This design comes from an exercise in tuning for small area on the open sky130 flow, not from production work.
RTL that was checked went through simulation tests only; none was proved equivalent to the original.
Power and IR drop assume default switching activity.

==> flow/design.v (excerpt) <==
module logicGateNet(
    input clk,
    input rst,
    input rx,
    output tx
);
    localparam NR = 2, RL = 73;
    reg [NR*RL-1:0] ring;
    localparam [6:0] PH_FIRST = 7'd1, PH_LAST = 7'd109;
    reg [6:0] ph;
    reg [2:0] E;         
    reg [8:0] n;         
    reg [7:0] s;         
    reg [1:0] st;        
    reg txm;             
    reg txq;
    localparam S_IDLE = 2'd0, S_START = 2'd1, S_DATA = 2'd2, S_STOP = 2'd3;
    assign tx = txq;
    wire [4:0] cnt = s[4:0];
    wire [NR-1:0] rout;
    genvar g;
    generate for (g = 0; g < NR; g = g + 1) begin : ro
        assign rout[g] = ring[g*RL + RL-1];
    end endgenerate
    wire l0_adv, l0_v;
    lgn_l0 l0 (.m(n), .x(rx), .o(rout[s[0]]), .adv(l0_adv), .v(l0_v));
    wire [199:0] l3;
    lgn_net nw (.q(ring), .l3(l3));
    wire [5:0] tq = {n[6:4], n[2:0]};
    wire [3:0] cc;
    wire [2:0] pp;
    wire vv;
  ...
==> module logicGateNet, before the edit <==
module logicGateNet(
    input clk,
    input rst,
    input rx,
    output tx
);
    localparam NR = 2, RL = 73;
    reg [NR*RL-1:0] ring;
    localparam [6:0] PH_FIRST = 7'd1, PH_LAST = 7'd109;
    reg [6:0] ph;
    reg [2:0] E;         
    reg [8:0] n;         
    reg [7:0] s;         
    reg [1:0] st;        
    reg txm;             
    reg txq;
    localparam S_IDLE = 2'd0, S_START = 2'd1, S_DATA = 2'd2, S_STOP = 2'd3;
    assign tx = txq;
    wire [4:0] cnt = s[4:0];
    wire [NR-1:0] rout;
    genvar g;
    generate for (g = 0; g < NR; g = g + 1) begin : ro
        assign rout[g] = ring[g*RL + RL-1];
    end endgenerate
    wire l0_adv, l0_v;
    lgn_l0 l0 (.m(n), .x(rx), .o(rout[s[0]]), .adv(l0_adv), .v(l0_v));
    wire [199:0] l3;
    lgn_net nw (.q(ring), .l3(l3));
    wire [5:0] tq = {n[6:4], n[2:0]};
    wire [3:0] cc;
    wire [2:0] pp;
    wire vv;
    assign cc[0] = (tq == 6'd0) | (tq == 6'd1) | (tq == 6'd2) | (tq == 6'd8) | (tq == 6'd14) | (tq == 6'd15) | (tq == 6'd20) | (tq == 6'd21) | (tq == 6'd22) | (tq == 6'd23) | (tq == 6'd26) | (tq == 6'd27) | (tq == 6'd28) | (tq == 6'd29) | (tq == 6'd30) | (tq == 6'd32) | (tq == 6'd33) | (tq == 6'd34) | (tq == 6'd35) | (tq == 6'd36) | (tq == 6'd40) | (tq == 6'd41) | (tq == 6'd42) | (tq == 6'd54) | (tq == 6'd55);
    assign cc[1] = (tq == 6'd8) | (tq == 6'd9) | (tq == 6'd10) | (tq == 6'd11) | (tq == 6'd12) | (tq == 6'd13) | (tq == 6'd20) | (tq == 6'd21) | (tq == 6'd22) | (tq == 6'd23) | (tq == 6'd24) | (tq == 6'd25) | (tq == 6'd32) | (tq == 6'd33) | (tq == 6'd34) | (tq == 6'd35) | (tq == 6'd36) | (tq == 6'd37) | (tq == 6'd38) | (tq == 6'd39);
    assign cc[2] = (tq == 6'd16) | (tq == 6'd17) | (tq == 6'd18) | (tq == 6'd19) | (tq == 6'd24) | (tq == 6'd25) | (tq == 6'd26) | (tq == 6'd27) | (tq == 6'd28) | (tq == 6'd29) | (tq == 6'd30) | (tq == 6'd31) | (tq == 6'd32) | (tq == 6'd33) | (tq == 6'd34) | (tq == 6'd35) | (tq == 6'd36) | (tq == 6'd37) | (tq == 6'd38) | (tq == 6'd39);
    assign cc[3] = (tq == 6'd40) | (tq == 6'd41) | (tq == 6'd42) | (tq == 6'd43) | (tq == 6'd44) | (tq == 6'd45) | (tq == 6'd46) | (tq == 6'd47) | (tq == 6'd54) | (tq == 6'd55);
    assign pp[0] = (tq == 6'd1) | (tq == 6'd4) | (tq == 6'd6) | (tq == 6'd10) | (tq == 6'd12) | (tq == 6'd15) | (tq == 6'd16) | (tq == 6'd18) | (tq == 6'd21) | (tq == 6'd23) | (tq == 6'd24) | (tq == 6'd27) | (tq == 6'd29) | (tq == 6'd33) | (tq == 6'd35) | (tq == 6'd38) | (tq == 6'd41) | (tq == 6'd44) | (tq == 6'd46) | (tq == 6'd55);
    assign pp[1] = (tq == 6'd0) | (tq == 6'd1) | (tq == 6'd5) | (tq == 6'd6) | (tq == 6'd11) | (tq == 6'd12) | (tq == 6'd17) | (tq == 6'd18) | (tq == 6'd22) | (tq == 6'd23) | (tq == 6'd24) | (tq == 6'd28) | (tq == 6'd29) | (tq == 6'd34) | (tq == 6'd35) | (tq == 6'd39) | (tq == 6'd40) | (tq == 6'd41) | (tq == 6'd45) | (tq == 6'd46);
    assign pp[2] = (tq == 6'd2) | (tq == 6'd7) | (tq == 6'd8) | (tq == 6'd13) | (tq == 6'd19) | (tq == 6'd25) | (tq == 6'd30) | (tq == 6'd36) | (tq == 6'd42) | (tq == 6'd47);
    assign vv = ~((tq[5:3] == 3'd6) & (tq[2:0] < 3'd6));   
    wire [19:0] cls = l3[20*cc +: 20];
    wire [3:0] smp = cls[4*E +: 4];
    wire ev = (ph == PH_LAST);
    wire bnd = ev && (E == 3'd5);
    wire win = st[1] && !txm && (E == 3'd0);    
    wire ins = win && (ph == s[7:1]);
    integer r;
    always @(posedge clk) begin
        for (r = 0; r < NR; r = r + 1)
            ring[r*RL +: RL] <= {ring[r*RL +: RL-1],
                (ins && s[0] == r) ? l0_v : ring[r*RL + RL-1]};
    end
    always @(posedge clk) begin
        ph <= ev ? PH_FIRST : {ph[5:0], ph[6] ^ ph[5]};
        if (ev) E <= (E == 3'd5) ? 3'd0 : E + 3'd1;
        if (ins && l0_adv) begin
            s[0] <= ~s[0];
            if (s[0]) s[7:1] <= {s[1] ^ s[7], s[7:2]};    
        end
        if (win && ev) n <= n + 9'd1;
        if (txm) begin
            if (bnd) begin
                s <= 8'd0;
                if (n[3:0] == 4'd9) begin
                    n[3:0] <= 4'd0;
                    n[6:4] <= n[6:4] + 3'd1;
                    if (n[6:4] == 3'd6) begin
                        txm <= 1'b0;
                        n <= 9'd0;
                        s <= {PH_LAST, 1'b0};
                    end else
                        txq <= 1'b0;
                end else begin
                    n[3:0] <= n[3:0] + 4'd1;
                    txq <= (n[3:0] == 4'd8) | (vv & cnt[pp]);
                end
            end else if (ev) begin
                s[4:0] <= cnt + {4'd0, smp[0]} + {4'd0, smp[1]} + {4'd0, smp[2]} + {4'd0, smp[3]};
            end
        end else begin
            case (st)
                S_IDLE: begin
                    E <= 3'd3;
                    if (!rx) st <= S_START;
                end
                S_START: if (bnd) begin
                    st <= rx ? S_IDLE : S_DATA;
                    E <= 3'd1;
                end
                S_DATA: if (bnd && n[2:0] == 3'd7) st <= S_STOP;
                S_STOP: if (bnd) begin
                    st <= S_IDLE;
                    if (n == 9'd400) begin
                        txm <= 1'b1;
                        txq <= 1'b0;
                        n <= 9'd0;
                        s <= 8'd0;
                    end
                end
            endcase
        end
        if (rst) begin
            ph <= PH_LAST;
            n <= 9'd0;
            s <= {PH_LAST, 1'b0};
            st <= S_IDLE;
            txm <= 1'b0;
            txq <= 1'b1;
        end
    end
endmodule
==> flow/config.mk <==
export PLATFORM = sky130hd
export DESIGN_NAME = logicGateNet
export DESIGN_NICKNAME = logicGateNet
export VERILOG_FILES = /design/flow/design.v
export SDC_FILE = /design/flow/constraint.sdc
export NUM_CORES = 4
export LEC_CHECK = 0
export CAP_MARGIN = 20
export CORE_MARGIN = 2
export CORE_UTILIZATION = 40
export SLEW_MARGIN = 20
==> flow/constraint.sdc <==
create_clock -name core_clock -period 20.0 [get_ports {clk}]
set_input_delay 4.0000 -clock core_clock [delete_from_list [all_inputs] [get_ports {clk}]]
set_output_delay 4.0000 -clock core_clock [all_outputs]
set_load 0.01 [all_outputs]
standard.sh (not shown) runs the stock make flow with config.mk's settings and CLKGATE_MAP_FILE= SYNTH_SCRIPT=/design/flow/synth_recipe.tcl, a recipe that flattens the netlist after the stock synthesis.
==> flow/flow/run.sh <==
#!/bin/bash
# Layout flow: the standard synthesis, then the combinational logic is
# re-mapped for area with ABC (flip-flops untouched), then the standard
# layout with a smaller clock tree (no dummy loads, fewer leaf buffers).
set -euo pipefail
W=$(pwd)
R=$W/orfs/results/$FLOW_PLATFORM/logicGateNet/base
LIB=$FLOW_HOME/platforms/$FLOW_PLATFORM/lib/sky130_fd_sc_hd__tt_025C_1v80.lib

bash standard.sh synth > $W/log_1_standard_synth.log 2>&1

# re-map combinational logic of the standard netlist
cp $R/1_2_yosys.v $W/std_1_2_yosys.v
DU=$(sed -n '/DONT_USE_CELLS/,/^$/p' $FLOW_HOME/platforms/$FLOW_PLATFORM/config.mk \
     | grep -o 'sky130_fd_sc_hd__[a-z0-9_]*' | sed 's/^/-dont_use /' | tr '\n' ' ')
sed -e "s#@LIB@#$LIB#g" -e "s#@DU@#$DU#g" -e "s#@IN@#$W/std_1_2_yosys.v#g" \
    -e "s#@OUT@#$W/remap_1_2_yosys.v#g" -e "s#@ABC@#$W/flow/area.abc#g" \
    -e "s#@TOP@#$FLOW_TOP#g" $W/flow/remap.ys > $W/remap.ys
yosys -l $W/log_2_remap.log $W/remap.ys > /dev/null 2>&1
cp $W/remap_1_2_yosys.v $R/1_2_yosys.v
rm -f $R/1_synth.odb $R/1_synth.sdc

export CTS_ARGS="-sink_clustering_enable -repair_clock_nets -dont_use_dummy_load -sink_clustering_size 40 -sink_clustering_max_diameter 80 -buf_list sky130_fd_sc_hd__clkbuf_8 -root_buf sky130_fd_sc_hd__clkbuf_8"
bash standard.sh > $W/log_3_standard_layout.log 2>&1
==> flow/flow/area.abc <==
strash
&get -n
&deepsyn -T 120
&put
dch -f
amap
topo
==> flow/flow/remap.ys <==
read_liberty -ignore_miss_func @LIB@
blackbox sky130_fd_sc_hd__*df* sky130_fd_sc_hd__*dl* sky130_fd_sc_hd__conb_1
read_verilog @IN@
hierarchy -top @TOP@
tee -o remap_stat_in.txt stat -liberty @LIB@
flatten
opt_clean -purge
abc -script @ABC@ -liberty @LIB@ @DU@
opt_clean -purge
hilomap -singleton -hicell sky130_fd_sc_hd__conb_1 HI -locell sky130_fd_sc_hd__conb_1 LO
insbuf -buf sky130_fd_sc_hd__buf_4 A X
splitnets
opt_clean -purge
hierarchy -top @TOP@
tee -o remap_stat_out.txt stat -liberty @LIB@
write_verilog -noattr -nohex -nodec @OUT@
Next try:
--- a/flow/design.v
+++ b/flow/design.v
@@ -973,14 +973,13 @@
     input rst,
     input rx,
     output tx
 );
     localparam NR = 2, RL = 73;
     reg [NR*RL-1:0] ring;
-    localparam [6:0] PH_FIRST = 7'd1, PH_LAST = 7'd109;
-    reg [6:0] ph;
+    reg [6:0] ph;        
     reg [2:0] E;         
     reg [8:0] n;         
     reg [7:0] s;         
     reg [1:0] st;        
     reg txm;             
     reg txq;
@@ -1007,40 +1006,36 @@
     assign pp[0] = (tq == 6'd1) | (tq == 6'd4) | (tq == 6'd6) | (tq == 6'd10) | (tq == 6'd12) | (tq == 6'd15) | (tq == 6'd16) | (tq == 6'd18) | (tq == 6'd21) | (tq == 6'd23) | (tq == 6'd24) | (tq == 6'd27) | (tq == 6'd29) | (tq == 6'd33) | (tq == 6'd35) | (tq == 6'd38) | (tq == 6'd41) | (tq == 6'd44) | (tq == 6'd46) | (tq == 6'd55);
     assign pp[1] = (tq == 6'd0) | (tq == 6'd1) | (tq == 6'd5) | (tq == 6'd6) | (tq == 6'd11) | (tq == 6'd12) | (tq == 6'd17) | (tq == 6'd18) | (tq == 6'd22) | (tq == 6'd23) | (tq == 6'd24) | (tq == 6'd28) | (tq == 6'd29) | (tq == 6'd34) | (tq == 6'd35) | (tq == 6'd39) | (tq == 6'd40) | (tq == 6'd41) | (tq == 6'd45) | (tq == 6'd46);
     assign pp[2] = (tq == 6'd2) | (tq == 6'd7) | (tq == 6'd8) | (tq == 6'd13) | (tq == 6'd19) | (tq == 6'd25) | (tq == 6'd30) | (tq == 6'd36) | (tq == 6'd42) | (tq == 6'd47);
     assign vv = ~((tq[5:3] == 3'd6) & (tq[2:0] < 3'd6));   
     wire [19:0] cls = l3[20*cc +: 20];
     wire [3:0] smp = cls[4*E +: 4];
-    wire ev = (ph == PH_LAST);
+    wire ev = (ph == 7'd0);
     wire bnd = ev && (E == 3'd5);
     wire win = st[1] && !txm && (E == 3'd0);    
     wire ins = win && (ph == s[7:1]);
     integer r;
     always @(posedge clk) begin
         for (r = 0; r < NR; r = r + 1)
             ring[r*RL +: RL] <= {ring[r*RL +: RL-1],
                 (ins && s[0] == r) ? l0_v : ring[r*RL + RL-1]};
     end
     always @(posedge clk) begin
-        ph <= ev ? PH_FIRST : {ph[5:0], ph[6] ^ ph[5]};
+        ph <= (ph == 7'd0) ? RL-1 : ph - 7'd1;
         if (ev) E <= (E == 3'd5) ? 3'd0 : E + 3'd1;
-        if (ins && l0_adv) begin
-            s[0] <= ~s[0];
-            if (s[0]) s[7:1] <= {s[1] ^ s[7], s[7:2]};    
-        end
+        if (ins && l0_adv) s <= s + 8'd1;
         if (win && ev) n <= n + 9'd1;
         if (txm) begin
             if (bnd) begin
                 s <= 8'd0;
                 if (n[3:0] == 4'd9) begin
                     n[3:0] <= 4'd0;
                     n[6:4] <= n[6:4] + 3'd1;
                     if (n[6:4] == 3'd6) begin
                         txm <= 1'b0;
                         n <= 9'd0;
-                        s <= {PH_LAST, 1'b0};
                     end else
                         txq <= 1'b0;
                 end else begin
                     n[3:0] <= n[3:0] + 4'd1;
                     txq <= (n[3:0] == 4'd8) | (vv & cnt[pp]);
                 end
@@ -1067,15 +1062,15 @@
                         s <= 8'd0;
                     end
                 end
             endcase
         end
         if (rst) begin
-            ph <= PH_LAST;
+            ph <= 7'd0;
             n <= 9'd0;
-            s <= {PH_LAST, 1'b0};
+            s <= 8'd0;
             st <= S_IDLE;
             txm <= 1'b0;
             txq <= 1'b1;
         end
     end
 endmodule
Effect:
- The changed run passed the timing, DRC and antenna checks
- clock skew is lower by 4.4 ps
- sequential power is higher by a few percent
- routed wire length grows by a few percent
- critical path depth goes up by 1
- via count shrinks slightly
- synthesized area shrinks slightly
- clock-buffer cell count is unchanged
- total power increases by a quarter to a third
- global-route usage went up by 2.3 points
- maximum frequency fell by about a fifth
For the first run of this note, only the layout was checked, not whether the RTL still works.

what the ideal ports hide:
Ports are ideal in the flow. The routed layouts listed here were re-timed in OpenROAD.
Step 1 (the two cells are an assumption about what drives the block):
set clk [get_ports {clk}]
set_driving_cell -lib_cell sky130_fd_sc_hd__clkbuf_16 $clk
set_driving_cell -lib_cell sky130_fd_sc_hd__buf_2 [delete_from_list [all_inputs] $clk]
Step 2 moves the port delays by t, midway between the first and last clock arrival at a register: inputs arrive t later, outputs are due t later. That takes back most of the time a late clock gives input paths.
Slacks: ideal / step 1 / step 2; pairs: ideal / step 1.
| run | t, ns | setup WS [ns] | pins driven straight from the clock port |
|---|---|---|---|
| the first run | 0.500 | 12.935 / 12.935 / 12.935 | 1 |
| the second run | 0.510 | 11.690 / 11.690 / 11.690 | 1 |
After both steps setup and hold are still met in every run listed.
